This design comes from an exercise in tuning for small area and few clock cycles on the open sky130 flow, not from production work.
In this exercise RTL edits were held to simulation tests only and were not proved equivalent to the original.

## flow/design.v (module list and top-level ports; edited modules follow where they fit)
// module cv32e40p_clock_gate: 8 lines
// module cv32e41s_sffr: 18 lines
// module cv32e41s_sffs: 18 lines
// module cv32e41s_alert: 35 lines
// module cv32e41s_alignment_buffer: 396 lines
// module cv32e41s_alu: 171 lines
// module cv32e41s_alu_b_cpop: 12 lines
// module cv32e41s_b_decoder: 289 lines
// module cv32e41s_clic_int_controller: 74 lines
// module cv32e41s_compressed_decoder: 284 lines
// module cv32e41s_controller: 161 lines
// module cv32e41s_controller_bypass: 160 lines
// module cv32e41s_controller_fsm: 771 lines
// module cv32e41s_cs_registers: 2767 lines
// module cv32e41s_csr: 70 lines
// module cv32e41s_data_obi_interface: 78 lines
// module cv32e41s_debug_triggers: 337 lines
// module cv32e41s_decoder: 190 lines
// module cv32e41s_div: 171 lines
// module cv32e41s_dummy_instr: 103 lines
// module cv32e41s_ex_stage: 282 lines
// module cv32e41s_ff_one: 52 lines
// module cv32e41s_i_decoder: 303 lines
// module cv32e41s_id_stage: 441 lines
// module cv32e41s_if_stage: 413 lines
// module cv32e41s_incore: 807 lines
// module cv32e41s_instr_obi_interface: 122 lines
// module cv32e41s_int_controller: 56 lines
// module cv32e41s_lfsr: 39 lines
// module cv32e41s_load_store_unit: 480 lines
// module cv32e41s_lsu_response_filter: 95 lines
// module cv32e41s_m_decoder: 87 lines
// module cv32e41s_mpu_test: 210 lines
// module cv32e41s_mpu_test_data: 210 lines
// module cv32e41s_mult: 134 lines
// module cv32e41s_obi_integrity_fifo: 104 lines
// module cv32e41s_pc_check: 125 lines
// module cv32e41s_pc_target: 30 lines
// module cv32e41s_pma: 63 lines
// module cv32e41s_pmp: 189 lines
// module cv32e41s_pmp_walker_64: 238 lines
// module cv32e41s_prefetch_unit: 100 lines
// module cv32e41s_prefetcher: 82 lines
// module cv32e41s_rchk_check: 22 lines
// module cv32e41s_register_file: 74 lines
// module cv32e41s_register_file_ecc: 42 lines
// module cv32e41s_register_file_wrapper: 46 lines
// module cv32e41s_sequencer: 278 lines
// module cv32e41s_sleep_unit: 44 lines
// module cv32e41s_wb_stage: 80 lines
// module cv32e41s_wpt: 85 lines
// module cv32e41s_write_buffer: 63 lines
// module cv32e41s_xpmp: 143 lines
module cv32e41s_incore 
#(
  parameter                             LIB                                     = 0,
  parameter logic RV32                                    = RV32I,
  parameter logic [1:0] B_EXT                                   = B_NONE,
  parameter logic [1:0] M_EXT                                   = M,
  parameter bit                         DEBUG                                   = 1,
  parameter logic [31:0]                DM_REGION_START                         = 32'hF0000000,
  parameter logic [31:0]                DM_REGION_END                           = 32'hF0003FFF,
  parameter int                         DBG_NUM_TRIGGERS                        = 1,
  parameter int                         PMA_NUM_REGIONS                         = 0,
  parameter logic [PMA_NUM_REGIONS*68-1:0]                   PMA_CFG            = '0,
  parameter bit                         CLIC                                    = 0,
  parameter int unsigned                CLIC_ID_WIDTH                           = 5,
  parameter int unsigned                CLIC_INTTHRESHBITS                      = 8,
  parameter int unsigned                PMP_GRANULARITY                         = 0,
  parameter int                         PMP_NUM_REGIONS                         = 0,
  parameter logic [PMP_NUM_REGIONS*8-1:0]                   PMP_PMPNCFG_RV     = '0,
  parameter logic [PMP_NUM_REGIONS*32-1:0]                PMP_PMPADDR_RV     = '0,
  // ...
==> flow/run.sh <==
#!/bin/bash
# synth_recipe.tcl (not shown) runs the flow's synth.tcl, then flattens the netlist and writes it again
# the make line also repeats each setting of config.mk as NAME=value (left out here)
make -C /OpenROAD-flow-scripts/flow DESIGN_CONFIG=/design/flow/config.mk WORK_HOME=/design/flow/orfs CLKGATE_MAP_FILE= SYNTH_SCRIPT=/design/flow/synth_recipe.tcl finish
==> flow/config.mk <==
export PLATFORM = sky130hd
export DESIGN_NAME = cv32e41s_incore
export DESIGN_NICKNAME = cv32e41s_incore
export VERILOG_FILES = /design/flow/design.v
export SDC_FILE = /design/flow/constraint.sdc
export NUM_CORES = 8
export LEC_CHECK = 0
export CAP_MARGIN = 35
export CORE_MARGIN = 2
export CORE_UTILIZATION = 40
export SLEW_MARGIN = 35
==> flow/constraint.sdc <==
create_clock -name core_clock -period 20.0 [get_ports {clk_i}]
set_input_delay 4.0000 -clock core_clock [delete_from_list [all_inputs] [get_ports {clk_i}]]
set_output_delay 4.0000 -clock core_clock [all_outputs]
set_load 0.01 [all_outputs]
==> flow_metrics.py, run 1 <==
metrics = {
    "synth": {
        "synth.area.top_cells": "dfrtp_1 (21%), edfxtp_1 (16%), mux4_2 (7.3%)",
        "yosys_warnings": 347,
        "muxShareOfSynthArea_pct": 14.7,
        "synth-edff-count": 992,
        "ys_seq_area_share_pct": 38.0,
        "ys.flop_type": "dfrtp_1",
        "synth_simple_gate_area_share_pct": 12.2,
    },
    "worst_setup_path": {
        "worstSetupEndpoint": "instr_req_o",
        "cp-start-kind": "flop",
        "ff2ff_setup_slack_ns": 7.83,
    },
    "clock_network": {
        "clockBufferDepth": 4,
        "cts_buffers": 300,
        "clkLatencyLatePin_ns": 1.00,
    },
    "timing": {
        "fin_crit_sh_pct": 82.0,
        "relSlewSlack_pct": 18.8,
        "final.setup.worst_slack_ns": 3.60,
        "fin_setup_tns_ns": 0,
    },
    "detailed_routing": {
        "wl_per_cell_um": 36.8,
        "first_pass_iters": 13,
    },
    "global_route": {
        "grt_antenna_before_repair": 88,
        "grt_busiest_layer": "met2",
        "grt_use_met1_pct": 51.6,
    },
    "finish": {
        "final_cell_mix": "nand2_1 (1,714), a21oi_1 (1,531), dfrtp_1 (1,518)",
        "antenna_cells": 50,
        "top_regs": "register_file_wrapper_i.register_file_i.mem_q: 992 flops, id_stage_i.id_ex_pipe_o: 273 flops, ex_stage_i.ex_wb_pipe_o: 139 flops",
        "drive_above_1_share_pct": 14.2,
        "final_area_mm2": 0.206,
        "stdcell_count": 25100,
    },
    "run_status": {
        "status": "timing/DRC/antenna clean",
    },
}
Testbench counts, summed over its fixed seeds: cycles 1,166,485.
==> module cv32e41s_alignment_buffer, before the edit <==
module cv32e41s_alignment_buffer 
#(
  parameter int unsigned ALBUF_DEPTH     = 3,
  parameter int unsigned ALBUF_CNT_WIDTH = $clog2(ALBUF_DEPTH)
)
(
  input  logic           clk,
  input  logic           rst_n,
  input  ctrl_fsm_t      ctrl_fsm_i,
  input privlvlctrl_t    priv_lvl_ctrl_i,
  input  logic [31:0]    branch_addr_i,
  output logic           prefetch_busy_o,
  input xsecure_ctrl_t   xsecure_ctrl_i,
  output logic           one_txn_pend_n,
  input  logic           mpu_if_trie_fault_i,
  input  logic           mpu_lsu_trie_fault_i,
  output logic           fetch_valid_o,
  input  logic           fetch_ready_i,
  output logic           fetch_branch_o,
  output logic [31:0]    fetch_branch_addr_o,
  output logic           fetch_ptr_access_o,
  input  logic           fetch_ptr_access_i,
  output privlvl_t       fetch_priv_lvl_o,
  input  privlvl_t       fetch_priv_lvl_i,
  input  logic           resp_valid_i,
  input  inst_resp_t     resp_i,
  output logic                       instr_valid_o,
  input  logic                       instr_ready_i,
  output inst_resp_t                 instr_instr_o,
  output logic [31:0]                instr_addr_o,
  output privlvl_t                   instr_priv_lvl_o,
  output logic                       instr_is_clic_ptr_o,  
  output logic                       instr_is_mret_ptr_o,  
  output logic                       instr_is_tbljmp_ptr_o,
  output logic [ALBUF_CNT_WIDTH-1:0] outstnd_cnt_q_o,
  output logic           protocol_err_o
);
  logic [ALBUF_CNT_WIDTH:0] instr_cnt_n, instr_cnt_q;
  logic [ALBUF_CNT_WIDTH-1:0] outstanding_cnt_n, outstanding_cnt_q;
  logic outstanding_count_up;
  logic outstanding_count_down;
  logic [1:0] n_incoming_ins;
  logic pop_q;
  logic [1:0] n_pushed_ins;
  logic aligned_n, aligned_q;
  logic complete_n, complete_q;
  logic [1:0] n_flush_n, n_flush_q, n_flush_branch;
  logic bus_err_unaligned, bus_err;
  mpu_status_e mpu_status_unaligned, mpu_status;
  logic resp_valid_gated;
  privlvl_t instr_priv_lvl_q;
  logic is_clic_ptr_q;
  logic is_mret_ptr_q;
  logic is_tbljmp_ptr_q;
  logic ptr_fetch_accepted_q;
  assign resp_valid_gated = (n_flush_q > 0) ? 1'b0 : resp_valid_i;
  assign n_pushed_ins = n_incoming_ins;
  assign fetch_valid_o = (ctrl_fsm_i.instr_req )                                     &&
                         (outstanding_cnt_q < 2)                                     &&
                         !(ptr_fetch_accepted_q && !ctrl_fsm_i.pc_set)               &&  
                         (((instr_cnt_q - pop_q) == 'd0)                             ||
                         ((instr_cnt_q - pop_q) == 'd1 && outstanding_cnt_q == 2'd0) ||
                         ctrl_fsm_i.pc_set);
  assign prefetch_busy_o = (outstanding_cnt_q != 3'b000)|| fetch_valid_o;
  assign one_txn_pend_n = outstanding_cnt_n == ALBUF_CNT_WIDTH'(1);
  assign fetch_branch_o = ctrl_fsm_i.pc_set;
  assign fetch_branch_addr_o = {branch_addr_i[31:1], 1'b0};
  logic [ALBUF_DEPTH-1:0][41:0]  resp_q;   
  inst_resp_t resp_q_at_rptr;
  assign resp_q_at_rptr = resp_q[rptr];
  inst_resp_t resp_q_at_rptr2;
  assign resp_q_at_rptr2 = resp_q[rptr2];
  logic [ALBUF_DEPTH-1:0]        valid_n,   valid_int,   valid_q;
  inst_resp_t resp_n;
  logic [ALBUF_CNT_WIDTH-1:0] rptr, rptr_n;
  logic [ALBUF_CNT_WIDTH-1:0] rptr2;
  logic [ALBUF_CNT_WIDTH-1:0] wptr, wptr_n;
  logic             [31:0]  addr_n, addr_q, addr_incr;
  logic             [31:0]  instr, instr_unaligned;
  logic                     valid, valid_unaligned_uncompressed;
  logic                     aligned_is_compressed, unaligned_is_compressed;
  logic [1:0]  rchk_enable;              
  logic        rchk_err_q0;              
  logic        rchk_err_q1;              
  logic        integrity_err;            
  logic        integrity_err_unaligned;  
  assign instr        = (valid_q[rptr]) ? resp_q_at_rptr.bus_resp.rdata : resp_i.bus_resp.rdata;
  assign bus_err      = (valid_q[rptr]) ? resp_q_at_rptr.bus_resp.err   : resp_i.bus_resp.err;
  assign mpu_status   = (valid_q[rptr]) ? resp_q_at_rptr.mpu_status     : resp_i.mpu_status;
  assign integrity_err = (valid_q[rptr]) ? (rchk_err_q0 || resp_q_at_rptr.bus_resp.integrity_err) : (resp_i.bus_resp.integrity_err);
  assign instr_unaligned = (valid_q[rptr2]) ? {resp_q_at_rptr2.bus_resp.rdata[15:0], instr[31:16]} : {resp_i.bus_resp.rdata[15:0], instr[31:16]};
  assign valid_unaligned_uncompressed = (valid_q[rptr2] || (valid_q[rptr] && resp_valid_gated));
  assign valid = valid_q[rptr] || resp_valid_gated;
  assign unaligned_is_compressed = (instr[17:16] != 2'b11) &&
                                   !(instr_is_clic_ptr_o || instr_is_mret_ptr_o || instr_is_tbljmp_ptr_o);
  assign aligned_is_compressed   = (instr[1:0] != 2'b11) &&
                                   !(instr_is_clic_ptr_o || instr_is_mret_ptr_o || instr_is_tbljmp_ptr_o);
  assign rchk_enable[0] = xsecure_ctrl_i.cpuctrl.integrity;
  assign rchk_enable[1] = xsecure_ctrl_i.cpuctrl.integrity;
  cv32e41s_rchk_check
  rchk_0_i
  (
    .resp_i   (resp_q_at_rptr.bus_resp),
    .enable_i (rchk_enable),
    .err_o    (rchk_err_q0)
  );
  cv32e41s_rchk_check
  rchk_1_i
  (
    .resp_i   (resp_q_at_rptr2.bus_resp),
    .enable_i (rchk_enable),
    .err_o    (rchk_err_q1)
  );
  always_comb begin
    mpu_status_unaligned = MPU_OK;
    bus_err_unaligned = 1'b0;
    integrity_err_unaligned = 1'b0;
    if(valid_q[rptr2]) begin
      if(!unaligned_is_compressed) begin
        if((resp_q_at_rptr2.mpu_status != MPU_OK) || (resp_q_at_rptr.mpu_status != MPU_OK)) begin
          mpu_status_unaligned = MPU_RE_FAULT;
        end
        bus_err_unaligned = (resp_q_at_rptr2.bus_resp.err || resp_q_at_rptr.bus_resp.err);
        integrity_err_unaligned = ((resp_q_at_rptr2.bus_resp.integrity_err || rchk_err_q1) || (resp_q_at_rptr.bus_resp.integrity_err || rchk_err_q0));
      end else begin
        mpu_status_unaligned = resp_q_at_rptr.mpu_status;
        bus_err_unaligned    = resp_q_at_rptr.bus_resp.err;
        integrity_err_unaligned    = resp_q_at_rptr.bus_resp.integrity_err || rchk_err_q0;
      end
    end else begin
      if(valid_q[rptr]) begin
        if(!unaligned_is_compressed) begin
          if((resp_q_at_rptr.mpu_status != MPU_OK) || (resp_i.mpu_status != MPU_OK)) begin
            mpu_status_unaligned = MPU_RE_FAULT;
          end
          bus_err_unaligned = (resp_q_at_rptr.bus_resp.err || resp_i.bus_resp.err);
          integrity_err_unaligned = ((resp_q_at_rptr.bus_resp.integrity_err || rchk_err_q0) || (resp_i.bus_resp.integrity_err));
        end else begin
          mpu_status_unaligned = resp_q_at_rptr.mpu_status;
          bus_err_unaligned = resp_q_at_rptr.bus_resp.err;
          integrity_err_unaligned = resp_q_at_rptr.bus_resp.integrity_err || rchk_err_q0;
        end
      end else begin
        mpu_status_unaligned = resp_i.mpu_status;
        bus_err_unaligned    = resp_i.bus_resp.err;
        integrity_err_unaligned = resp_i.bus_resp.integrity_err;
      end
    end
  end
  always_comb
  begin
    instr_instr_o.bus_resp.rdata         = instr;
    instr_instr_o.bus_resp.err           = bus_err;
    instr_instr_o.mpu_status             = mpu_status;
    instr_instr_o.bus_resp.rchk          = '0;           
    instr_instr_o.bus_resp.integrity_err = integrity_err;
    instr_instr_o.bus_resp.integrity     = 1'b0;         
    instr_valid_o = 1'b0;
    if (ctrl_fsm_i.kill_if) begin
      instr_valid_o = 1'b0;
    end else if (instr_addr_o[1]) begin
      instr_instr_o.bus_resp.rdata         = instr_unaligned;
      instr_instr_o.bus_resp.err           = bus_err_unaligned;
      instr_instr_o.mpu_status             = mpu_status_unaligned;
      instr_instr_o.bus_resp.integrity_err = integrity_err_unaligned;
      if (!valid) begin
        instr_valid_o = 1'b0;
      end else if (instr_is_clic_ptr_o || instr_is_mret_ptr_o || instr_is_tbljmp_ptr_o) begin
        instr_valid_o = valid;
      end else if (unaligned_is_compressed) begin
        instr_valid_o = valid;
      end else begin
        instr_valid_o = valid_unaligned_uncompressed;
      end
    end else begin
      instr_valid_o = valid;
    end
  end
  always_comb
  begin
    resp_n     = resp_q[wptr];
    valid_int  = valid_q;
    wptr_n     = wptr;
    if (resp_valid_gated) begin
      wptr_n   = wptr < (ALBUF_DEPTH-1) ? wptr + ALBUF_CNT_WIDTH'(1) : ALBUF_CNT_WIDTH'(0);
      resp_n   = resp_i;
      valid_int[wptr] = 1'b1;
    end  
  end  
  assign addr_incr = {addr_q[31:2], 2'b00} + 32'h4;
  always_comb
  begin
    addr_n     = addr_q;
    valid_n    = valid_int;
    rptr_n     = rptr;
    if (addr_q[1]) begin
      if (unaligned_is_compressed) begin
        addr_n = {addr_incr[31:2], 2'b00};
      end else begin
        addr_n = {addr_incr[31:2], 2'b10};
      end
      rptr_n = rptr < (ALBUF_DEPTH-1) ? rptr + ALBUF_CNT_WIDTH'(1) : ALBUF_CNT_WIDTH'(0);
    end else begin
      if (aligned_is_compressed) begin
        addr_n = {addr_q[31:2], 2'b10};
      end else begin
        addr_n = {addr_incr[31:2], 2'b00};
        rptr_n = rptr < (ALBUF_DEPTH-1) ? rptr + ALBUF_CNT_WIDTH'(1) : ALBUF_CNT_WIDTH'(0);
      end
    end
    if (instr_valid_o && instr_ready_i) begin
      if (addr_q[1] || (!addr_q[1] && (!aligned_is_compressed))) begin
        valid_n[rptr] = 1'b0;
      end
    end
  end
  assign rptr2 = (rptr < (ALBUF_DEPTH-1)) ? rptr + ALBUF_CNT_WIDTH'(1) : ALBUF_CNT_WIDTH'(0);
  always_comb begin
    instr_cnt_n = instr_cnt_q;
    n_flush_branch = outstanding_cnt_q;
    if(ctrl_fsm_i.kill_if) begin
      instr_cnt_n = 'd0;
      if(resp_valid_i) begin
        n_flush_branch = (outstanding_cnt_q != 0) ? outstanding_cnt_q - 2'd1 : outstanding_cnt_q;
      end
    end else begin
      instr_cnt_n = instr_cnt_q + n_pushed_ins - (pop_q ? ALBUF_CNT_WIDTH'(1) : ALBUF_CNT_WIDTH'(0));
    end
  end
  assign outstanding_count_up   = fetch_valid_o && fetch_ready_i;     
  assign outstanding_count_down = resp_valid_i;                    
  always_comb begin
    outstanding_cnt_n = outstanding_cnt_q;
    case ({outstanding_count_up, outstanding_count_down})
      2'b00 : begin
        outstanding_cnt_n = outstanding_cnt_q;
      end
      2'b01 : begin
        outstanding_cnt_n = (outstanding_cnt_q != 0) ? outstanding_cnt_q - 1'b1 : outstanding_cnt_q;
      end
      2'b10 : begin
        outstanding_cnt_n = outstanding_cnt_q + 1'b1;
      end
      2'b11 : begin
        outstanding_cnt_n = outstanding_cnt_q;
      end
      default;
    endcase
  end
  always_comb begin
    aligned_n = aligned_q;
    complete_n = complete_q;
    n_incoming_ins = 2'd0;
    if(ctrl_fsm_i.pc_set) begin
      aligned_n = !branch_addr_i[1];
      complete_n = branch_addr_i[1];
    end else begin
      if(resp_valid_gated) begin
        if(aligned_q) begin
          if(resp_i.bus_resp.rdata[1:0] == 2'b11) begin
            n_incoming_ins = 2'd1;
          end else begin
            if(resp_i.bus_resp.rdata[17:16] == 2'b11) begin
              n_incoming_ins = 2'd1;
              aligned_n = 1'b0;
              complete_n = 1'b0;
            end else begin
              n_incoming_ins = 2'd2;
              aligned_n = 1'b1;
              complete_n = 1'b1;
            end
          end
        end else begin
          if(complete_q) begin
            if(resp_i.bus_resp.rdata[17:16] == 2'b11) begin
              n_incoming_ins = 2'd0;
              aligned_n = 1'b0;
              complete_n = 1'b0;
            end else begin
              n_incoming_ins = 2'd1;
              aligned_n = 1'b1;
              complete_n = 1'b1;
            end
          end else begin
            if(resp_i.bus_resp.rdata[17:16] == 2'b11) begin
              n_incoming_ins = 2'd1;
              aligned_n = 1'b0;
              complete_n = 1'b0;
            end else begin
              n_incoming_ins = 2'd2;
              aligned_n = 1'b1;
              complete_n = 1'b1;
            end  
          end  
        end  
      end  
    end  
  end  
  always_comb
  begin
    n_flush_n = n_flush_q;
    if(ctrl_fsm_i.pc_set) begin
      n_flush_n = n_flush_branch;
    end else begin
      if(resp_valid_i && (n_flush_q > 0)) begin
        n_flush_n = n_flush_q - 2'b01;
      end
    end
  end
  always_ff @(posedge clk, negedge rst_n)
  begin
    if(rst_n == 1'b0)
    begin
      addr_q            <= '0;
      resp_q            <= INST_RESP_RESET_VAL;
      valid_q           <= '0;
      aligned_q         <= 1'b0;
      complete_q        <= 1'b0;
      n_flush_q         <= 'd0;
      instr_cnt_q       <= 'd0;
      outstanding_cnt_q <= 'd0;
      rptr              <= 'd0;
      wptr              <= 'd0;
      pop_q             <= 1'b0;
      is_clic_ptr_q     <= 1'b0;
      is_mret_ptr_q     <= 1'b0;
      is_tbljmp_ptr_q   <= 1'b0;
      ptr_fetch_accepted_q  <= 1'b0;
    end
    else
    begin
      if (ctrl_fsm_i.kill_if) begin
        valid_q <= '0;
      end else begin
        if (resp_valid_gated) begin
          resp_q[wptr] <= resp_n;
        end
        if((instr_valid_o && instr_ready_i) || resp_valid_gated) begin
          valid_q <= valid_n;
        end
      end
      if (ctrl_fsm_i.pc_set) begin
        addr_q  <= branch_addr_i;        
        wptr <= 'd0;
        rptr <= 'd0;
        is_clic_ptr_q <= ctrl_fsm_i.pc_set_clicv && (ctrl_fsm_i.pc_mux == PC_TRAP_CLICV);
        is_mret_ptr_q <= ctrl_fsm_i.pc_set_clicv && (ctrl_fsm_i.pc_mux == PC_MRET);  
        is_tbljmp_ptr_q <= ctrl_fsm_i.pc_set_tbljmp;
      end else begin
        if (resp_valid_gated) begin
          wptr <= wptr_n;
        end
        if(instr_valid_o && instr_ready_i) begin
          addr_q <= addr_n;
          rptr   <= rptr_n;
          is_clic_ptr_q     <= 1'b0;
          is_mret_ptr_q     <= 1'b0;
          is_tbljmp_ptr_q   <= 1'b0;
        end
      end
      if(fetch_valid_o && fetch_ready_i && fetch_ptr_access_i) begin
        ptr_fetch_accepted_q <= 1'b1;
      end else begin
        if(ctrl_fsm_i.pc_set) begin
          ptr_fetch_accepted_q <= 1'b0;
        end
      end
      pop_q <= (instr_valid_o && instr_ready_i);
      aligned_q <= aligned_n;
      complete_q <= complete_n;
      n_flush_q <= (mpu_if_trie_fault_i | mpu_lsu_trie_fault_i) ? '0 : n_flush_n;
      instr_cnt_q <= (mpu_if_trie_fault_i | mpu_lsu_trie_fault_i) ? '0 :instr_cnt_n;
      outstanding_cnt_q <= (mpu_if_trie_fault_i | mpu_lsu_trie_fault_i) ? '0 : outstanding_cnt_n;
    end
  end
  assign outstnd_cnt_q_o = outstanding_cnt_q;
  assign instr_addr_o = addr_q;
  always_ff @(posedge clk, negedge rst_n) begin
    if (!rst_n) begin
      instr_priv_lvl_q <= PRIV_LVL_M;
    end
    else begin
      if (priv_lvl_ctrl_i.priv_lvl_set) begin
        instr_priv_lvl_q <= priv_lvl_ctrl_i.priv_lvl;
      end
    end
  end
  assign instr_is_clic_ptr_o   = is_clic_ptr_q;
  assign instr_is_mret_ptr_o   = is_mret_ptr_q;
  assign instr_is_tbljmp_ptr_o = is_tbljmp_ptr_q;
  assign fetch_ptr_access_o = (ctrl_fsm_i.pc_set && (ctrl_fsm_i.pc_set_clicv || ctrl_fsm_i.pc_set_tbljmp));
  assign protocol_err_o = resp_valid_i && !(|outstanding_cnt_q);
  assign fetch_priv_lvl_o = priv_lvl_ctrl_i.priv_lvl_set ? priv_lvl_ctrl_i.priv_lvl:
                            instr_priv_lvl_q;
  assign instr_priv_lvl_o = fetch_priv_lvl_i;
endmodule
==> module cv32e41s_debug_triggers, before the edit <==
module cv32e41s_debug_triggers
#(
  parameter     LIB              = 0,
  parameter int DBG_NUM_TRIGGERS = 1
)
(
  input  logic       clk,
  input  logic       rst_n,
  input  logic       scan_cg_en_i,
  input  logic [31:0] csr_wdata_i,
  input  logic        tselect_we_i,
  input  logic        tdata1_we_i,
  input  logic        tdata2_we_i,
  input  logic        tinfo_we_i,
  output logic [31:0] tselect_rdata_o,
  output logic [31:0] tdata1_rdata_o,
  output logic [31:0] tdata2_rdata_o,
  output logic [31:0] tinfo_rdata_o,
  input  logic [31:0] pc_if_i,
  input  logic        ptr_in_if_i,
  input  privlvl_t    priv_lvl_if_i,
  input  logic        lsu_valid_ex_i,
  input  logic [31:0] lsu_addr_ex_i,
  input  logic        lsu_we_ex_i,
  input  logic [3:0]  lsu_be_ex_i,
  input  privlvl_t    priv_lvl_ex_i,
  input  privlvl_t    priv_lvl_wb_i,
  input ctrl_fsm_t    ctrl_fsm_i,
  output logic [31:0] trigger_match_if_o,   
  output logic [31:0] trigger_match_ex_o,   
  output logic        etrigger_wb_o         
);
  logic [31:0] tselect_n;
  logic [31:0] tdata2_n;
  logic [31:0] tinfo_n;
  logic [31:0] tdata1_n_r;
  logic [31:0] tdata2_n_r;
  logic        tdata1_we_r;
  logic        tdata2_we_r;
  logic unused_signals;
      logic [DBG_NUM_TRIGGERS-1 : 0] tdata1_we_int;
      logic [DBG_NUM_TRIGGERS-1 : 0] tdata1_we_hit;
      logic [DBG_NUM_TRIGGERS-1 : 0] tdata2_we_int;
      logic [DBG_NUM_TRIGGERS-1:0] [31:0] tdata1_n;
      logic [DBG_NUM_TRIGGERS-1:0] [31:0] tdata1_q;
      logic [DBG_NUM_TRIGGERS-1:0] [31:0] tdata2_q;
      logic [31:0] tselect_q;
      logic [DBG_NUM_TRIGGERS-1 :0] tdata1_rd_error;
      logic [DBG_NUM_TRIGGERS-1 :0] tdata2_rd_error;
      logic                         tselect_rd_error;
      logic [DBG_NUM_TRIGGERS-1:0] [31:0] tdata1_rdata;
      logic [DBG_NUM_TRIGGERS-1:0] [31:0] tdata2_rdata;
      logic [DBG_NUM_TRIGGERS-1 : 0] trigger_match_if;
      logic [DBG_NUM_TRIGGERS-1 : 0] trigger_match_ex;
      logic [DBG_NUM_TRIGGERS-1 : 0] etrigger_wb;
      logic [DBG_NUM_TRIGGERS-1 : 0] if_addr_match;
      logic [DBG_NUM_TRIGGERS-1 : 0] lsu_addr_match_en;
      logic [DBG_NUM_TRIGGERS-1 : 0] lsu_addr_match;
      logic [DBG_NUM_TRIGGERS-1:0] [3:0] lsu_byte_addr_match;
      logic [DBG_NUM_TRIGGERS-1 : 0] priv_lvl_match_en_if;
      logic [DBG_NUM_TRIGGERS-1 : 0] priv_lvl_match_en_ex;
      logic [DBG_NUM_TRIGGERS-1 : 0] priv_lvl_match_en_wb;
      logic [1:0]  lsu_addr_low_lsb;   
      logic [1:0]  lsu_addr_high_lsb;  
      logic [31:0] lsu_addr_low;       
      logic [31:0] lsu_addr_high;      
      logic [DBG_NUM_TRIGGERS-1:0] [31:0] exception_match;
      logic [DBG_NUM_TRIGGERS-1:0] [1:0] mcontrol6_hit_resolved;
  generate
    if (DBG_NUM_TRIGGERS > 0) begin : gen_triggers
      for (genvar idx=0; idx<DBG_NUM_TRIGGERS; idx++) begin : tdata1_wdata
        always_comb begin
          tdata1_n[idx]  = tdata1_rdata[idx];
          tdata1_we_hit[idx] = 1'b0;
          mcontrol6_hit_resolved[idx] = mcontrol6_hit_resolve({tdata1_rdata[idx][MCONTROL_6_HIT1], tdata1_rdata[idx][MCONTROL_6_HIT0]},
                                                              {csr_wdata_i[MCONTROL_6_HIT1], csr_wdata_i[MCONTROL_6_HIT0]});
          if (tdata1_we_i && (tselect_rdata_o == idx)) begin
            if (csr_wdata_i[TDATA1_TTYPE_HIGH:TDATA1_TTYPE_LOW] == TTYPE_MCONTROL) begin
              tdata1_n[idx] = {
                                TTYPE_MCONTROL,         
                                1'b1,                   
                                6'b000000,              
                                1'b0,                   
                                1'b0,                   
                                1'b0,                   
                                2'b00,                  
                                4'b0001,                
                                1'b0,                   
                                mcontrol2_6_match_resolve(csr_wdata_i[MCONTROL2_6_MATCH_HIGH:MCONTROL2_6_MATCH_LOW]),  
                                csr_wdata_i[6],         
                                1'b0,                   
                                1'b0,                   
                                mcontrol2_6_u_resolve(csr_wdata_i[MCONTROL2_6_U]),      
                                csr_wdata_i[2],         
                                csr_wdata_i[1],         
                                csr_wdata_i[0]          
                            };
            end else if (csr_wdata_i[TDATA1_TTYPE_HIGH:TDATA1_TTYPE_LOW] == TTYPE_MCONTROL6) begin
              tdata1_n[idx] = {
                                TTYPE_MCONTROL6,        
                                1'b1,                   
                                mcontrol6_uncertain_resolve(csr_wdata_i[MCONTROL_6_UNCERTAIN]),  
                                mcontrol6_hit_resolved[idx][1],  
                                2'b00,                 
                                mcontrol6_hit_resolved[idx][0],  
                                1'b0,                   
                                2'b00,                  
                                3'b000,                 
                                4'b0001,                
                                1'b0,                   
                                mcontrol2_6_match_resolve(csr_wdata_i[MCONTROL2_6_MATCH_HIGH:MCONTROL2_6_MATCH_LOW]),  
                                csr_wdata_i[6],         
                                mcontrol6_uncertainen_resolve(csr_wdata_i[MCONTROL_6_UNCERTAINEN]),  
                                1'b0,                   
                                mcontrol2_6_u_resolve(csr_wdata_i[MCONTROL2_6_U]),      
                                csr_wdata_i[2],         
                                csr_wdata_i[1],         
                                csr_wdata_i[0]          
                              };
            end else if (csr_wdata_i[TDATA1_TTYPE_HIGH:TDATA1_TTYPE_LOW] == TTYPE_ETRIGGER) begin
              if (|(tdata2_rdata_o & (~ETRIGGER_TDATA2_MASK))) begin
                tdata1_n[idx] = {TTYPE_DISABLED, 1'b1, {27{1'b0}}};
              end else begin
                tdata1_n[idx] = {
                                  TTYPE_ETRIGGER,         
                                  1'b1,                   
                                  1'b0,                   
                                  13'h0,                  
                                  1'b0,                   
                                  1'b0,                   
                                  1'b0,                   
                                  csr_wdata_i[9],         
                                  1'b0,                   
                                  1'b0,                   
                                  etrigger_u_resolve(csr_wdata_i[ETRIGGER_U]),  
                                  6'b000001               
                                };
              end
            end else if (csr_wdata_i[TDATA1_TTYPE_HIGH:TDATA1_TTYPE_LOW] == TTYPE_DISABLED) begin
              tdata1_n[idx] = {TTYPE_DISABLED, 1'b1, {27{1'b0}}};
            end else begin
              tdata1_n[idx] = {TTYPE_DISABLED, 1'b1, {27{1'b0}}};
            end
          end  
          if (ctrl_fsm_i.debug_trigger_hit_update) begin
            if (tdata1_rdata[idx][TDATA1_TTYPE_HIGH:TDATA1_TTYPE_LOW] == TTYPE_MCONTROL6) begin
              if (ctrl_fsm_i.debug_trigger_hit[idx]) begin
                tdata1_n[idx][MCONTROL_6_HIT1]  = 1'b0;
                tdata1_n[idx][MCONTROL_6_HIT0]  = 1'b1;
                tdata1_we_hit[idx]              = 1'b1;
              end
            end
          end
        end
      end  
      always_comb begin
        tselect_n = (csr_wdata_i < DBG_NUM_TRIGGERS) ? csr_wdata_i : tselect_rdata_o;
        tdata2_n  = tdata2_rdata_o;
        if (tdata2_we_i) begin
          if ((tdata1_rdata_o[TDATA1_TTYPE_HIGH:TDATA1_TTYPE_LOW] == TTYPE_DISABLED) ||
              (tdata1_rdata_o[TDATA1_TTYPE_HIGH:TDATA1_TTYPE_LOW] == TTYPE_MCONTROL) ||
              (tdata1_rdata_o[TDATA1_TTYPE_HIGH:TDATA1_TTYPE_LOW] == TTYPE_MCONTROL6)) begin
            tdata2_n = csr_wdata_i;
          end else begin
            tdata2_n = csr_wdata_i & ETRIGGER_TDATA2_MASK;
          end
        end  
        tinfo_n       = tinfo_rdata_o;     
      end
      always_comb begin
        lsu_addr_high_lsb = 2'b00;
        lsu_addr_low_lsb  = 2'b00;
        for (int b=0; b<4; b++) begin : gen_high_byte_checks
          if (lsu_be_ex_i[b]) begin
            lsu_addr_high_lsb = 2'(b);
          end  
        end  
        for (int b=3; b>=0; b--) begin : gen_low_byte_checks
          if (lsu_be_ex_i[b]) begin
            lsu_addr_low_lsb = 2'(b);
          end  
        end  
      end  
      assign lsu_addr_high = {lsu_addr_ex_i[31:2], lsu_addr_high_lsb};
      assign lsu_addr_low =  {lsu_addr_ex_i[31:2], lsu_addr_low_lsb};
      for (genvar idx=0; idx<DBG_NUM_TRIGGERS; idx++) begin : tmatch_csr
        assign if_addr_match[idx] = (tdata1_rdata[idx][MCONTROL2_6_MATCH_HIGH:MCONTROL2_6_MATCH_LOW] == 4'h0) ? (pc_if_i == tdata2_rdata[idx]) :
                                    (tdata1_rdata[idx][MCONTROL2_6_MATCH_HIGH:MCONTROL2_6_MATCH_LOW] == 4'h2) ? (pc_if_i >= tdata2_rdata[idx]) : (pc_if_i < tdata2_rdata[idx]);
        assign priv_lvl_match_en_if[idx] = (tdata1_rdata[idx][MCONTROL2_6_M] && (priv_lvl_if_i == PRIV_LVL_M)) ||
                                           (tdata1_rdata[idx][MCONTROL2_6_U] && (priv_lvl_if_i == PRIV_LVL_U));
        assign trigger_match_if[idx] = ((tdata1_rdata[idx][TDATA1_TTYPE_HIGH:TDATA1_TTYPE_LOW] == TTYPE_MCONTROL)   ||
                                        (tdata1_rdata[idx][TDATA1_TTYPE_HIGH:TDATA1_TTYPE_LOW] == TTYPE_MCONTROL6)) &&
                                       tdata1_rdata[idx][MCONTROL2_6_EXECUTE] && priv_lvl_match_en_if[idx] && !ctrl_fsm_i.debug_mode && !ptr_in_if_i &&
                                       if_addr_match[idx];
        always_comb begin
          for (int b=0; b<4; b++) begin
            if (lsu_be_ex_i[b] && (2'(b) == tdata2_rdata[idx][1:0])) begin
              lsu_byte_addr_match[idx][b] = 1'b1;
            end else begin
              lsu_byte_addr_match[idx][b] = 1'b0;
            end
          end
        end
        assign lsu_addr_match[idx] = (tdata1_rdata[idx][MCONTROL2_6_MATCH_HIGH:MCONTROL2_6_MATCH_LOW] == 4'h0) ? ((lsu_addr_ex_i[31:2] == tdata2_rdata[idx][31:2]) && (|lsu_byte_addr_match[idx])) :
                                     (tdata1_rdata[idx][MCONTROL2_6_MATCH_HIGH:MCONTROL2_6_MATCH_LOW] == 4'h2) ? (lsu_addr_high >= tdata2_rdata[idx]) :
                                                                                                             (lsu_addr_low  <  tdata2_rdata[idx]) ;
        assign priv_lvl_match_en_ex[idx] = (tdata1_rdata[idx][MCONTROL2_6_M] && (priv_lvl_ex_i == PRIV_LVL_M)) ||
                                           (tdata1_rdata[idx][MCONTROL2_6_U] && (priv_lvl_ex_i == PRIV_LVL_U));
        assign lsu_addr_match_en[idx] = lsu_valid_ex_i && ((tdata1_rdata[idx][MCONTROL2_6_LOAD] && !lsu_we_ex_i) || (tdata1_rdata[idx][MCONTROL2_6_STORE] && lsu_we_ex_i));
        assign trigger_match_ex[idx] = ((tdata1_rdata[idx][TDATA1_TTYPE_HIGH:TDATA1_TTYPE_LOW] == TTYPE_MCONTROL)   ||
                                        (tdata1_rdata[idx][TDATA1_TTYPE_HIGH:TDATA1_TTYPE_LOW] == TTYPE_MCONTROL6)) &&
                                        priv_lvl_match_en_ex[idx] &&  lsu_addr_match_en[idx] && lsu_addr_match[idx] && !ctrl_fsm_i.debug_mode;
        always_comb begin
          exception_match[idx] = 32'd0;
          for (int i=0; i<32; i++) begin
            exception_match[idx][i] = tdata2_rdata[idx][i] && ctrl_fsm_i.exception_in_wb && (ctrl_fsm_i.exception_cause_wb == 11'(i));
          end
        end
        assign priv_lvl_match_en_wb[idx] = (tdata1_rdata[idx][ETRIGGER_M] && (priv_lvl_wb_i == PRIV_LVL_M)) ||
                                           (tdata1_rdata[idx][ETRIGGER_U] && (priv_lvl_wb_i == PRIV_LVL_U));
        assign etrigger_wb[idx] = (tdata1_rdata[idx][TDATA1_TTYPE_HIGH:TDATA1_TTYPE_LOW] == TTYPE_ETRIGGER) && priv_lvl_match_en_wb[idx] &&
                                  (|exception_match[idx]) && !ctrl_fsm_i.debug_mode;
        cv32e41s_csr
        #(
          .LIB        (LIB),
          .WIDTH      (32),
          .SHADOWCOPY (1'b0),
          .RESETVALUE (TDATA1_RST_VAL)
        )
        tdata1_csr_i
        (
          .clk                ( clk                   ),
          .rst_n              ( rst_n                 ),
          .scan_cg_en_i       ( scan_cg_en_i          ),
          .wr_data_i          ( tdata1_n[idx]         ),
          .wr_en_i            ( tdata1_we_int[idx]    ),
          .rd_data_o          ( tdata1_q[idx]         ),
          .rd_error_o         ( tdata1_rd_error[idx]  )
        );
        cv32e41s_csr
        #(
          .LIB        (LIB),
          .WIDTH      (32),
          .SHADOWCOPY (1'b0),
          .RESETVALUE (32'd0)
        )
        tdata2_csr_i
        (
          .clk                ( clk                   ),
          .rst_n              ( rst_n                 ),
          .scan_cg_en_i       ( scan_cg_en_i          ),
          .wr_data_i          ( tdata2_n              ),
          .wr_en_i            ( tdata2_we_int[idx]    ),
          .rd_data_o          ( tdata2_q[idx]         ),
          .rd_error_o         ( tdata2_rd_error[idx]  )
        );
        assign tdata1_we_int[idx] = (tdata1_we_i && (tselect_rdata_o == idx)) || tdata1_we_hit[idx];
        assign tdata2_we_int[idx] = tdata2_we_i && (tselect_rdata_o == idx);
        assign tdata1_rdata[idx] = tdata1_q[idx];
        assign tdata2_rdata[idx] = tdata2_q[idx];
      end  
      cv32e41s_csr
      #(
        .LIB        (LIB),
        .WIDTH      (32),
        .SHADOWCOPY (1'b0),
        .RESETVALUE (32'd0)
      )
      tselect_csr_i
      (
        .clk                ( clk                   ),
        .rst_n              ( rst_n                 ),
        .scan_cg_en_i       ( scan_cg_en_i          ),
        .wr_data_i          ( tselect_n             ),
        .wr_en_i            ( tselect_we_i          ),
        .rd_data_o          ( tselect_q             ),
        .rd_error_o         ( tselect_rd_error      )
      );
      always_comb begin
        tdata1_rdata_o = tdata1_rdata[0];
        tdata2_rdata_o = tdata2_rdata[0];
        for (int i=0; i<DBG_NUM_TRIGGERS; i++) begin
          if(tselect_rdata_o == i) begin
            tdata1_rdata_o = tdata1_rdata[i];
            tdata2_rdata_o = tdata2_rdata[i];
          end
        end
      end
      always_comb begin
        tdata1_we_r = tdata1_we_i || tselect_we_i;
        tdata2_we_r = tdata2_we_i || tselect_we_i;
        tdata1_n_r = tdata1_n[0];
        tdata2_n_r = tdata2_n;
        for (int i=0; i<DBG_NUM_TRIGGERS; i++) begin
          if(tselect_rdata_o == i) begin
            tdata1_n_r = tdata1_n[i];
            tdata1_we_r = tdata1_we_int[i] || tselect_we_i;
          end
        end
        if (tselect_we_i) begin
          for (int i=0; i<DBG_NUM_TRIGGERS; i++) begin
            if(tselect_n == i) begin
              tdata1_n_r = tdata1_rdata[i];
              tdata2_n_r = tdata2_rdata[i];
            end
          end
        end
      end
      assign tselect_rdata_o  = tselect_q;
      assign tinfo_rdata_o    = 32'h01008064;  
      assign trigger_match_if_o = {{(32-DBG_NUM_TRIGGERS){1'b0}}, trigger_match_if};
      assign trigger_match_ex_o = {{(32-DBG_NUM_TRIGGERS){1'b0}}, trigger_match_ex};
      assign etrigger_wb_o = |etrigger_wb;
      assign unused_signals = tinfo_we_i | (|tinfo_n) | (|tdata1_rd_error) | (|tdata2_rd_error) | tselect_rd_error |
                              (|tdata1_n_r) | (|tdata2_n_r) | tdata1_we_r | tdata2_we_r;
    end else begin : gen_no_triggers
      assign tdata1_rdata_o = '0;
      assign tdata2_rdata_o = '0;
      assign tselect_rdata_o = '0;
      assign tinfo_rdata_o = '0;
      assign trigger_match_if_o = '0;
      assign trigger_match_ex_o = '0;
      assign etrigger_wb_o = '0;
      assign tdata1_n = '0;
      assign tdata2_n = '0;
      assign tselect_n = '0;
      assign tinfo_n = '0;
      assign tdata1_n_r = '0;
      assign tdata2_n_r = '0;
      assign tdata1_we_r = 1'b0;
      assign tdata2_we_r = 1'b0;
      assign unused_signals = (|tdata1_n) | (|tdata2_n) | (|tselect_n) | (|tinfo_n) |
                              (|csr_wdata_i) | tdata1_we_i | tdata2_we_i | tselect_we_i | tinfo_we_i |
                              (|tdata1_n_r) | (|tdata2_n_r) | tdata1_we_r | tdata2_we_r;
    end
  endgenerate
endmodule
==> module cv32e41s_div, before the edit <==
module cv32e41s_div 
(
    input logic                clk,
    input logic                rst_n,
    input                      div_opcode_e operator_i,
    input logic                data_ind_timing_i,
    input logic [31:0]         op_a_i,
    input logic [31:0]         op_b_i,
    output logic               alu_clz_en_o,
    output logic [31:0]        alu_clz_data_rev_o,
    input logic [5:0]          alu_clz_result_i,
    output logic               alu_shift_en_o,
    output logic [5:0]         alu_shift_amt_o,
    input logic [31:0]         alu_op_b_shifted_i,
    input logic                div_en_i,
    input logic                valid_i,
    output logic               ready_o,
    input logic                ready_i,
    output logic               valid_o,
    output logic [31:0]        result_o
  );
  logic [31:0] alu_clz_data;
  logic [31:0] quotient_q, quotient_d;
  logic [31:0] remainder_q, remainder_d;
  logic [31:0] divisor_q, divisor_d;
  logic div_rem_d, div_rem_q;
  logic comp_inv_d, comp_inv_q;
  logic res_inv_d, res_inv_q;
  logic [31:0] add_a_mux;
  logic [31:0] add_out;
  logic [31:0] add_b_mux;
  logic [31:0] divisor_mux;
  logic [31:0] res_mux;
  logic [32:0] op_b_alt;
  logic [5:0] cnt_q, cnt_d, cnt_d_dummy;
  logic cnt_q_is_zero;
  logic init_dummy_cnt;
  logic remainder_en, divisor_en, quotient_en, comp_out, init_remainder_pos, init_en;
  div_state_e next_state, state;
  logic div_signed;
  logic div_rem;
  logic op_b_is_neg;
  logic op_b_is_zero;
  assign div_signed = (operator_i == DIV_DIV) || (operator_i == DIV_REM);
  assign div_rem    = (operator_i == DIV_REM) || (operator_i == DIV_REMU);
  assign op_b_alt = (~op_b_i << 1);
  always_comb
  begin
    alu_clz_data = op_b_i;
    case (operator_i)
      DIV_DIVU,
      DIV_REMU: alu_clz_data = op_b_i;
      DIV_DIV,
      DIV_REM: begin
        if (op_b_is_neg) begin
          alu_clz_data = {op_b_alt[31:1], 1'b1};
        end else begin
          alu_clz_data = op_b_i;
        end
      end
      default:;
    endcase
  end
  generate
    genvar l;
    for (l = 0; l < 32; l++)
    begin : gen_div_clz_data_rev
      assign alu_clz_data_rev_o[l] = alu_clz_data[31-l];
    end
  endgenerate
  assign alu_clz_en_o = div_en_i;
  assign op_b_is_neg = op_b_i[31] & div_signed;
  assign alu_shift_amt_o = alu_clz_result_i ;
  assign alu_shift_en_o  = div_en_i;
  assign op_b_is_zero = !(|op_b_i);
  assign init_remainder_pos = init_en && !(div_signed && (op_a_i[$high(op_a_i)] ^ op_b_is_neg));
  assign divisor_mux = init_en ? alu_op_b_shifted_i : {comp_inv_q, (divisor_q[$high(divisor_q):1])};
  assign comp_out = ((remainder_q == divisor_q) || ((remainder_q > divisor_q) ^ comp_inv_q)) &&
                    ((|remainder_q) || op_b_is_zero);
  assign add_b_mux = init_en ? 0 : remainder_q;
  assign add_a_mux = init_en ? op_a_i : divisor_q;
  assign add_out   = init_remainder_pos ? add_b_mux + add_a_mux : add_b_mux - $signed(add_a_mux);
  assign res_mux  = div_rem_q ? remainder_q : quotient_q;
  assign result_o = res_inv_q ? -$signed(res_mux) : res_mux;
  assign cnt_d_dummy = 6'd32 - alu_shift_amt_o;
  assign cnt_d = init_en        ? alu_shift_amt_o    :
                 init_dummy_cnt ? cnt_d_dummy - 6'd1 :  
                 !cnt_q_is_zero ? cnt_q       - 6'd1 :
                 cnt_q;
  assign cnt_q_is_zero = !(|cnt_q);
  always_comb
  begin : p_fsm
    next_state     = state;
    valid_o        = 1'b0;
    ready_o        = 1'b0;
    init_en        = 1'b0;
    init_dummy_cnt = 1'b0;
    remainder_en   = 1'b0;
    divisor_en     = 1'b0;
    quotient_en    = 1'b0;
    case (state)
      DIV_IDLE: begin
        remainder_en = 1'b1;
        divisor_en   = 1'b1;
        init_en      = 1'b1;
        next_state   = DIV_DIVIDE;
      end
      DIV_DIVIDE: begin
        remainder_en = comp_out;
        divisor_en   = 1'b1;
        quotient_en  = 1'b1;
        if (cnt_q_is_zero) begin
          if (data_ind_timing_i && |(cnt_d_dummy)) begin
            init_dummy_cnt = 1'b1;
            next_state = DIV_DUMMY;
          end else begin
            next_state = DIV_FINISH;
          end
        end
      end
      DIV_DUMMY: begin
        if (cnt_q_is_zero) begin
          next_state = DIV_FINISH;
        end
      end
      DIV_FINISH: begin
        valid_o = 1'b1;
        if (ready_i) begin
          ready_o    = 1'b1;
          next_state = DIV_IDLE;
        end
      end
      default :   ;
    endcase
    if (!valid_i) begin
      next_state = DIV_IDLE;
      ready_o    = 1'b1;
      valid_o    = 1'b0;
    end
  end
  assign div_rem_d  = init_en ? div_rem : div_rem_q;
  assign comp_inv_d = init_en ? op_b_is_neg : comp_inv_q;
  assign res_inv_d  = init_en ? (!op_b_is_zero || div_rem) && div_signed && (op_a_i[$high(op_a_i)] ^ op_b_is_neg) :
                      res_inv_q;
  assign remainder_d = remainder_en ? add_out     : remainder_q;
  assign divisor_d   = divisor_en   ? divisor_mux : divisor_q;
  assign quotient_d  = init_en      ? '0                                            :
                       quotient_en  ? {quotient_q[$high(quotient_q)-1:0], comp_out} :
                       quotient_q;
  always_ff @(posedge clk, negedge rst_n) begin : p_regs
    if (rst_n == 1'b0) begin
       state       <= DIV_IDLE;
       remainder_q <= '0;
       divisor_q   <= '0;
       quotient_q  <= '0;
       cnt_q       <= '0;
       div_rem_q   <= 1'b0;
       comp_inv_q  <= 1'b0;
       res_inv_q   <= 1'b0;
    end else begin
       state       <= next_state;
       remainder_q <= remainder_d;
       divisor_q   <= divisor_d;
       quotient_q  <= quotient_d;
       cnt_q       <= cnt_d;
       div_rem_q   <= div_rem_d;
       comp_inv_q  <= comp_inv_d;
       res_inv_q   <= res_inv_d;
    end
  end
endmodule
==> module cv32e41s_pc_target, before the edit <==
module cv32e41s_pc_target 
  (
   input  bch_jmp_mux_e               bch_jmp_mux_sel_i,
   input  logic [31:0]                pc_id_i,
   input  logic [31:0]                imm_uj_type_i,
   input  logic [31:0]                imm_sb_type_i,
   input  logic [31:0]                imm_i_type_i,
   input  logic [31:0]                jalr_fw_i,
   input  logic [JVT_ADDR_WIDTH-1:0]  jvt_addr_i,
   input  logic [7:0]                 jvt_index_i,
   input  logic                       compressed_i,
   input  logic                       dummy_i,
   output logic [31:0]                bch_target_o,
   output logic [31:0]                jmp_target_o,
   output logic [31:0]                pc_next_o
  );
  logic [31:0] pc_target;
  assign bch_target_o = pc_target;
  assign jmp_target_o = pc_target;  
  assign pc_next_o    = pc_id_i + (dummy_i ? 32'd0 : compressed_i ? 32'd2 : 32'd4);
  always_comb begin : pc_target_mux
    case (bch_jmp_mux_sel_i)
      CT_TBLJMP: pc_target = {jvt_addr_i, {(32-JVT_ADDR_WIDTH){1'b0}}} + {22'd0, jvt_index_i, 2'b00};
      CT_JAL:    pc_target = pc_id_i   + imm_uj_type_i;
      CT_BCH:    pc_target = pc_id_i   + imm_sb_type_i;
      CT_JALR:   pc_target = jalr_fw_i + imm_i_type_i;     
      default:   pc_target = jalr_fw_i + imm_i_type_i;
    endcase
  end
endmodule
==> module cv32e41s_prefetcher, before the edit <==
module cv32e41s_prefetcher 
#(
    parameter bit CLIC = 1'b0
)
(
  input  logic                     clk,
  input  logic                     rst_n,
  input  logic                     fetch_branch_i,                 
  input  logic [31:0]              fetch_branch_addr_i,            
  input  logic                     fetch_valid_i,
  output logic                     fetch_ready_o,
  input  logic                     fetch_ptr_access_i,             
  output logic                     fetch_ptr_access_o,             
  input  privlvl_t                 fetch_priv_lvl_access_i,        
  output privlvl_t                 fetch_priv_lvl_access_o,        
  output logic                     trans_valid_o,            
  input  logic                     trans_ready_i,            
  output logic [31:0]              trans_addr_o              
);
  prefetch_state_e state_q, next_state;
  logic [31:0]                   trans_addr_q, trans_addr_incr;
  logic                          trans_ptr_access_q;
  privlvl_t                      trans_priv_lvl_q;
  assign trans_addr_incr = {trans_addr_q[31:1], 1'b0} + 32'd4;
  assign trans_valid_o = fetch_valid_i;
  assign fetch_ready_o = trans_valid_o && trans_ready_i;
  always_comb
  begin
    next_state = state_q;
    trans_addr_o = trans_addr_q;
    fetch_ptr_access_o = trans_ptr_access_q;
    fetch_priv_lvl_access_o = trans_priv_lvl_q;
    case(state_q)
      IDLE:
      begin
        begin
          if (fetch_branch_i) begin
            trans_addr_o = fetch_branch_addr_i;
            fetch_ptr_access_o = fetch_ptr_access_i;
            fetch_priv_lvl_access_o = fetch_priv_lvl_access_i;
          end else begin
            trans_addr_o = trans_addr_incr;
            fetch_ptr_access_o = 1'b0;  
            fetch_priv_lvl_access_o = fetch_priv_lvl_access_i;
          end
        end
        if ((fetch_branch_i) && !(trans_valid_o && trans_ready_i)) begin
          next_state = BRANCH_WAIT;
        end
      end  
      BRANCH_WAIT:
      begin
        trans_addr_o = fetch_branch_i ? fetch_branch_addr_i : trans_addr_q;
        fetch_ptr_access_o = fetch_branch_i ? fetch_ptr_access_i : trans_ptr_access_q;
        fetch_priv_lvl_access_o = fetch_branch_i ? fetch_priv_lvl_access_i : trans_priv_lvl_q;
        if (trans_valid_o && trans_ready_i) begin
          next_state = IDLE;
        end
      end  
      default:;
    endcase
  end
  always_ff @(posedge clk, negedge rst_n)
  begin
    if(rst_n == 1'b0)
    begin
      state_q            <= IDLE;
      trans_addr_q       <= '0;
      trans_ptr_access_q <= 1'b0;
      trans_priv_lvl_q   <= PRIV_LVL_M;
    end
    else
    begin
      state_q        <= next_state;
      if (fetch_branch_i || (trans_valid_o && trans_ready_i)) begin
        trans_addr_q <= trans_addr_o;
        trans_ptr_access_q <= fetch_ptr_access_o;
        trans_priv_lvl_q <= fetch_priv_lvl_access_o;
      end
    end
  end
endmodule
==> run 2, diff against run 1 <==
--- a/flow/design.v
+++ b/flow/design.v
@@ -1393,2 +1393,27 @@
   } internal_bus_dev_e;
+  function automatic logic [63:0] inc64_rc(logic [63:0] a);
+    logic c;
+    c = 1'b1;
+    for (int i = 0; i < 64; i++) begin
+      inc64_rc[i] = a[i] ^ c;
+      c = c & a[i];
+    end
+  endfunction
+  function automatic logic [32:0] add32_rc(logic [31:0] a, logic [31:0] b, logic ci);
+    logic c;
+    c = ci;
+    for (int i = 0; i < 32; i++) begin
+      add32_rc[i] = a[i] ^ b[i] ^ c;
+      c = (a[i] & b[i]) | (a[i] & c) | (b[i] & c);
+    end
+    add32_rc[32] = c;
+  endfunction
+  function automatic logic geu32_rc(logic [31:0] a, logic [31:0] b);
+    logic c;
+    c = 1'b1;
+    for (int i = 0; i < 32; i++) begin
+      c = (a[i] & ~b[i]) | (a[i] & c) | (~b[i] & c);
+    end
+    geu32_rc = c;
+  endfunction
 module cv32e40p_clock_gate (
@@ -1661,3 +1686,3 @@
   end  
-  assign addr_incr = {addr_q[31:2], 2'b00} + 32'h4;
+  assign addr_incr = add32_rc({addr_q[31:2], 2'b00}, 32'h4, 1'b0);
   always_comb
@@ -6425,3 +6450,3 @@
     for (incr_gidx=0; incr_gidx<32; incr_gidx++) begin : gen_mhpmcounter_increment
-      assign mhpmcounter_increment[incr_gidx] = mhpmcounter_rdata[incr_gidx] + 1;
+      assign mhpmcounter_increment[incr_gidx] = inc64_rc(mhpmcounter_rdata[incr_gidx]);
     end
@@ -6893,3 +6918,3 @@
         assign if_addr_match[idx] = (tdata1_rdata[idx][MCONTROL2_6_MATCH_HIGH:MCONTROL2_6_MATCH_LOW] == 4'h0) ? (pc_if_i == tdata2_rdata[idx]) :
-                                    (tdata1_rdata[idx][MCONTROL2_6_MATCH_HIGH:MCONTROL2_6_MATCH_LOW] == 4'h2) ? (pc_if_i >= tdata2_rdata[idx]) : (pc_if_i < tdata2_rdata[idx]);
+                                    (tdata1_rdata[idx][MCONTROL2_6_MATCH_HIGH:MCONTROL2_6_MATCH_LOW] == 4'h2) ? geu32_rc(pc_if_i, tdata2_rdata[idx]) : !geu32_rc(pc_if_i, tdata2_rdata[idx]);
         assign priv_lvl_match_en_if[idx] = (tdata1_rdata[idx][MCONTROL2_6_M] && (priv_lvl_if_i == PRIV_LVL_M)) ||
@@ -7311,3 +7336,3 @@
   assign divisor_mux = init_en ? alu_op_b_shifted_i : {comp_inv_q, (divisor_q[$high(divisor_q):1])};
-  assign comp_out = ((remainder_q == divisor_q) || ((remainder_q > divisor_q) ^ comp_inv_q)) &&
+  assign comp_out = ((remainder_q == divisor_q) || ((!geu32_rc(divisor_q, remainder_q)) ^ comp_inv_q)) &&
                     ((|remainder_q) || op_b_is_zero);
@@ -7315,5 +7340,5 @@
   assign add_a_mux = init_en ? op_a_i : divisor_q;
-  assign add_out   = init_remainder_pos ? add_b_mux + add_a_mux : add_b_mux - $signed(add_a_mux);
+  assign add_out   = add32_rc(add_b_mux, init_remainder_pos ? add_a_mux : ~add_a_mux, !init_remainder_pos);
   assign res_mux  = div_rem_q ? remainder_q : quotient_q;
-  assign result_o = res_inv_q ? -$signed(res_mux) : res_mux;
+  assign result_o = add32_rc(res_mux ^ {32{res_inv_q}}, 32'd0, res_inv_q);
   assign cnt_d_dummy = 6'd32 - alu_shift_amt_o;
@@ -7618,3 +7643,3 @@
     .operand_b_i         ( id_ex_pipe_i.alu_operand_b    ),
-    .muldiv_operand_b_i  ( id_ex_pipe_i.muldiv_operand_b ),
+    .muldiv_operand_b_i  ( id_ex_pipe_i.alu_operand_b ),
     .div_clz_en_i        ( div_clz_en                    ),
@@ -7636,4 +7661,4 @@
          .operator_i         ( id_ex_pipe_i.div_operator            ),
-         .op_a_i             ( id_ex_pipe_i.muldiv_operand_a        ),
-         .op_b_i             ( id_ex_pipe_i.muldiv_operand_b        ),
+         .op_a_i             ( id_ex_pipe_i.alu_operand_a        ),
+         .op_b_i             ( id_ex_pipe_i.alu_operand_b        ),
          .alu_clz_result_i   ( div_clz_result                       ),
@@ -7670,4 +7695,4 @@
          .signed_mode_i   ( id_ex_pipe_i.mul_signed_mode  ),
-         .op_a_i          ( id_ex_pipe_i.muldiv_operand_a ),
-         .op_b_i          ( id_ex_pipe_i.muldiv_operand_b ),
+         .op_a_i          ( id_ex_pipe_i.alu_operand_a ),
+         .op_b_i          ( id_ex_pipe_i.alu_operand_b ),
          .result_o        ( mul_result                    ),
@@ -8467,2 +8492,4 @@
           id_ex_pipe_o.alu_operand_a        <= operand_a;                
+        end else if (mul_en || div_en) begin
+          id_ex_pipe_o.alu_operand_a        <= operand_a_fw;             
         end
@@ -8470,2 +8497,4 @@
           id_ex_pipe_o.alu_operand_b        <= operand_b;                
+        end else if (mul_en || div_en) begin
+          id_ex_pipe_o.alu_operand_b        <= operand_b_fw;
         end
@@ -8492,6 +8521,2 @@
         end
-        if (mul_en || div_en) begin
-          id_ex_pipe_o.muldiv_operand_a     <= operand_a_fw;             
-          id_ex_pipe_o.muldiv_operand_b     <= operand_b_fw;             
-        end
         id_ex_pipe_o.csr_en                 <= csr_en;
@@ -11487,12 +11512,13 @@
   assign jmp_target_o = pc_target;  
-  assign pc_next_o    = pc_id_i + (dummy_i ? 32'd0 : compressed_i ? 32'd2 : 32'd4);
+  assign pc_next_o    = add32_rc(pc_id_i, (dummy_i ? 32'd0 : compressed_i ? 32'd2 : 32'd4), 1'b0);
+  logic [31:0] tgt_a, tgt_b;
   always_comb begin : pc_target_mux
     case (bch_jmp_mux_sel_i)
-      CT_TBLJMP: pc_target = {jvt_addr_i, {(32-JVT_ADDR_WIDTH){1'b0}}} + {22'd0, jvt_index_i, 2'b00};
-      CT_JAL:    pc_target = pc_id_i   + imm_uj_type_i;
-      CT_BCH:    pc_target = pc_id_i   + imm_sb_type_i;
-      CT_JALR:   pc_target = jalr_fw_i + imm_i_type_i;     
-      default:   pc_target = jalr_fw_i + imm_i_type_i;
+      CT_TBLJMP: begin tgt_a = {jvt_addr_i, {(32-JVT_ADDR_WIDTH){1'b0}}}; tgt_b = {22'd0, jvt_index_i, 2'b00}; end
+      CT_JAL:    begin tgt_a = pc_id_i;   tgt_b = imm_uj_type_i; end
+      CT_BCH:    begin tgt_a = pc_id_i;   tgt_b = imm_sb_type_i; end
+      default:   begin tgt_a = jalr_fw_i; tgt_b = imm_i_type_i;  end     
     endcase
   end
+  assign pc_target = tgt_a + tgt_b;
 endmodule
@@ -12111,3 +12137,3 @@
   privlvl_t                      trans_priv_lvl_q;
-  assign trans_addr_incr = {trans_addr_q[31:1], 1'b0} + 32'd4;
+  assign trans_addr_incr = add32_rc({trans_addr_q[31:1], 1'b0}, 32'd4, 1'b0);
   assign trans_valid_o = fetch_valid_i;
--- a/flow/config.mk
+++ b/flow/config.mk
@@ -7,5 +7,8 @@
 export LEC_CHECK = 0
-export CAP_MARGIN = 35
+export ABC_AREA = 1
+export CAP_MARGIN = 25
 export CORE_MARGIN = 2
 export CORE_UTILIZATION = 40
-export SLEW_MARGIN = 35
+export CTS_BUF_LIST = sky130_fd_sc_hd__clkbuf_4 sky130_fd_sc_hd__clkbuf_8
+export CTS_CLUSTER_SIZE = 30
+export SLEW_MARGIN = 25
==> run 2 against run 1 <==
Effect of this change:
- still clean
- critical path depth increased by 23
- worst setup slack got worse by 0.49 ns
- utilization about the same
- clock skew increased by 0.092 ns
- wire length increased by 5.4%
- final area decreased by 4.0%
- die area decreased by 3.9%
- worst hold slack got worse by 0.033 ns
- sequential cell count decreased by 64
- final cell count increased by 15%
- non-clock buffer count decreased by 4
- highest routed layer unchanged
==> flow_metrics.py, run 2 <==
metrics = {
    "timing": {
        "fin_crit_sh_pct": 84.5,
        "worst_pin_slew_ns": 1.34,
        "hold_viol": 0,
        "fin_skew_ns": 0.198,
        "max_freq_mhz": 59.2,
        "relSlewSlack_pct": 9.67,
        "slew_viol_final": 0,
        "finalSetupViolations": 0,
        "rsz0062_at_grt": "no",
        "finalCriticalPeriod_ns": 16.89,
        "fin_setup_tns_ns": 0,
    },
    "global_route": {
        "grtUsageTotal_pct": 42.2,
        "grt_overflow": 0,
        "grt_max_degree": 164,
        "grt_antenna_before_repair": 112,
        "grt_pass1_wl_um": 1330000,
        "grt_pass1_vias": 167000,
    },
    "die": {
        "core_area_mm2": 0.438,
        "die_x_um": 667,
        "rows": 243,
        "die-area_mm2": 0.445,
        "start_util_pct": 40.1,
        "ios": 747,
        "fp.dieH_um": 667,
    },
    "synth": {
        "synth.area.top_cells": "dfrtp_1 (21%), edfxtp_1 (17%), nand2_1 (9.3%)",
        "synthDistinctLibCells": 89,
        "yosys_warnings": 347,
        "synth_top_area_cell": "dfrtp_1",
        "ys.flop_type": "dfrtp_1",
        "ys_seq_elements": 2517,
        "synthArstFlopShare_pct": 60.6,
        "synthCells": 22400,
        "yosysMostFrequentCell": "nand2_1",
        "synth.avg_cell_area_um2": 7.83,
        "synth-edff-count": 992,
        "synth_top_area_share_pct": 21.0,
        "synthTopCellsByCount": "nand2_1 (4,359), o21ai_0 (2,949), inv_1 (2,274)",
        "ys_seq_area_share_pct": 38.7,
        "syn_area_mm2": 0.176,
    },
    "placement": {
        "port_buffers": 496,
        "dp_cells": 27900,
        "gp_congestion": 1.08,
        "dp_hpwl_um": 711000,
        "placed_area_mm2": 0.188,
    },
    "detailed_routing": {
        "via_per_inst": 6.31,
        "drt-initial-drc-count": 27300,
        "wl_per_cell_um": 33.9,
        "via_count": 182000,
        "drt_wl_total_um": 974000,
        "first_pass_iters": 9,
        "ant_nets": 0,
        "remaining_drc_errors": 0,
    },
    "finish": {
        "stdcell_count": 28800,
        "num-nets-final": 24000,
        "final_cell_mix": "nand2_1 (4,349), o21ai_0 (2,885), inv_1 (2,260)",
        "final_common_cell": "nand2_1",
        "final_area_mm2": 0.198,
        "top_register": "register_file_wrapper_i.register_file_i.mem_q",
        "top_regs": "register_file_wrapper_i.register_file_i.mem_q: 992 flops, id_stage_i.id_ex_pipe_o: 209 flops, ex_stage_i.ex_wb_pipe_o: 139 flops",
        "syn_to_final_growth_pct": 12.6,
        "largest_reg_flops": 992,
        "fillers": 44200,
        "drive_above_1_share_pct": 9.05,
    },
    "worst_setup_path": {
        "cp-end-kind": "output pin",
        "critPathRequiredTime_ns": 16.00,
        "slowest_delay_ns": 0.96,
        "crit_slowest_cell": "a311oi_2",
        "crit_top_cell": "nand2_1",
        "path_max_fanout": 102,
        "cp-start-kind": "flop",
        "path_class": "flop to output pin",
        "cp_data_arrival_time_ns": 12.89,
    },
    "run_status": {
        "status": "timing/DRC/antenna clean",
    },
    "clock_network": {
        "holdBufCountCts": 0,
        "cts_sinks": 2517,
        "clockBufferDepth": 4,
        "cts.clk_slew.worst_paths_ns": 0.07,
        "cts_buffers": 457,
        "cts_setup_buffers": 0,
        "clkLatencyLatePin_ns": 1.33,
        "cts_resized": 0,
        "cts_root_buf": "clkbuf_8",
        "cts_tree": "built",
        "htreeDepth": 5,
    },
    "flow_run": {
        "max_cap_viol_count": 0,
    },
    "worst_hold_path": {
        "hold_class": "flop to flop",
    },
}
[run 2: final cells by class]
cell class / count / area (um^2) / area share (%)
flip-flops and latches: 2517 / 68000 / 34.4
multi-input cells: 16000 / 93400 / 47.2
repair buffers: 1160 / 10100 / 5.12
diodes: 65 / 163 / 0.0822
clock buffers: 683 / 8510 / 4.30
inverters: 2409 / 9070 / 4.59
clock inverters: 159 / 1270 / 0.641
well taps: 5757 / 7200 / 3.64
[run 2: per-stage QoR]
step	setup slack (ns)	hold slack (ns)	utilization [%]
after CTS	3.70	0.443	45.1
after detailed placement	3.97	0.442	42.9
after global placement	4.00	0.440	42.8
after global routing	2.72	0.467	45.2
final	3.11	0.446	45.2
after floorplan	6.15	0.423	-
[run 2: final timing paths]
kind / slack (ns) / cells past startpoint / endpoint / from
setup / recovery: 3.11 / 53 / instr_achk_o[3] / if_stage_i.if_id_pipe_o[151]
min in group asynchronous: 2.69 / 1 / async pin / rst_ni
setup reg to reg: 5.01 / 40 / ex_stage_i.div.div_i.remainder_q[31] / id_stage_i.id_ex_pipe_o[310]
hold / removal: 0.45 / 2 / flop / flop
max in group asynchronous: 13.56 / 5 / if_stage_i.if_id_pipe_o[153] / rst_ni
hold reg to reg: 0.45 / 2 / flop / flop
[run 2: routing by layer]
metal	vias up	part of all wire (%)	wire, um	track usage (%)
met1	88500	39	377000	55.4
met3	2735	12	116000	11.4
met2	12800	41	399000	60.3
met5	-	0.036	348	0
met4	56	8.4	81400	29.3
li1	77500	-	-	-
[run 2: worst max-delay path, delay by kind of cell (launching register included)]
kind                       cells  cell delay [ns]
and+or+nand+nor               29             3.23
buffers and inverters          5             2.14
DFF                            1             0.75
xor gates and xnor gates       1             0.94
adders and majority gates      1             0.26
AOI/OAI and AO/OA             17             4.20
[run 2: cell families (layout without fill, tap and decap cells)]
group	count (synthesis)	in the layout	share of synthesized area (%)
muxes	68	68	0.413
xor gates and xnor gates	645	645	3.22
and+or+nand+nor	7405	7405	17.4
adders and majority gates	1005	1005	8.43
other	2	139	0.00427
AOI/OAI and AO/OA	6823	6823	22.9
DFF	2517	2517	38.7
buffers and inverters	3971	4411	8.99
Testbench counts of run 2, summed over its fixed seeds: cycles 1,166,485.

==> separate check: timing with driven ports <==
The flow's constraints put no driver on any port. The routed layouts listed below were extracted and timed again, unchanged, in two steps. Step 1: set_driving_cell puts a clkbuf_16 on clk_i and a buf_2 on each other input, an assumption about the parent block. Step 2 also shifts input and output timing later by t, the mid clock arrival at the registers, as if the neighbouring blocks saw the same clock. Three values: ideal, step 1, step 2; two values: the first two.
run	shift t [ns]	setup WS [ns]	worst hold slack (ns)
run 1	1.079	3.598 / 3.464 / 3.935	0.479 / 0.479 / 0.479
run 2	1.347	3.108 / 2.988 / 3.623	0.446 / 0.446 / 0.446
After both steps every run listed still meets setup and hold.
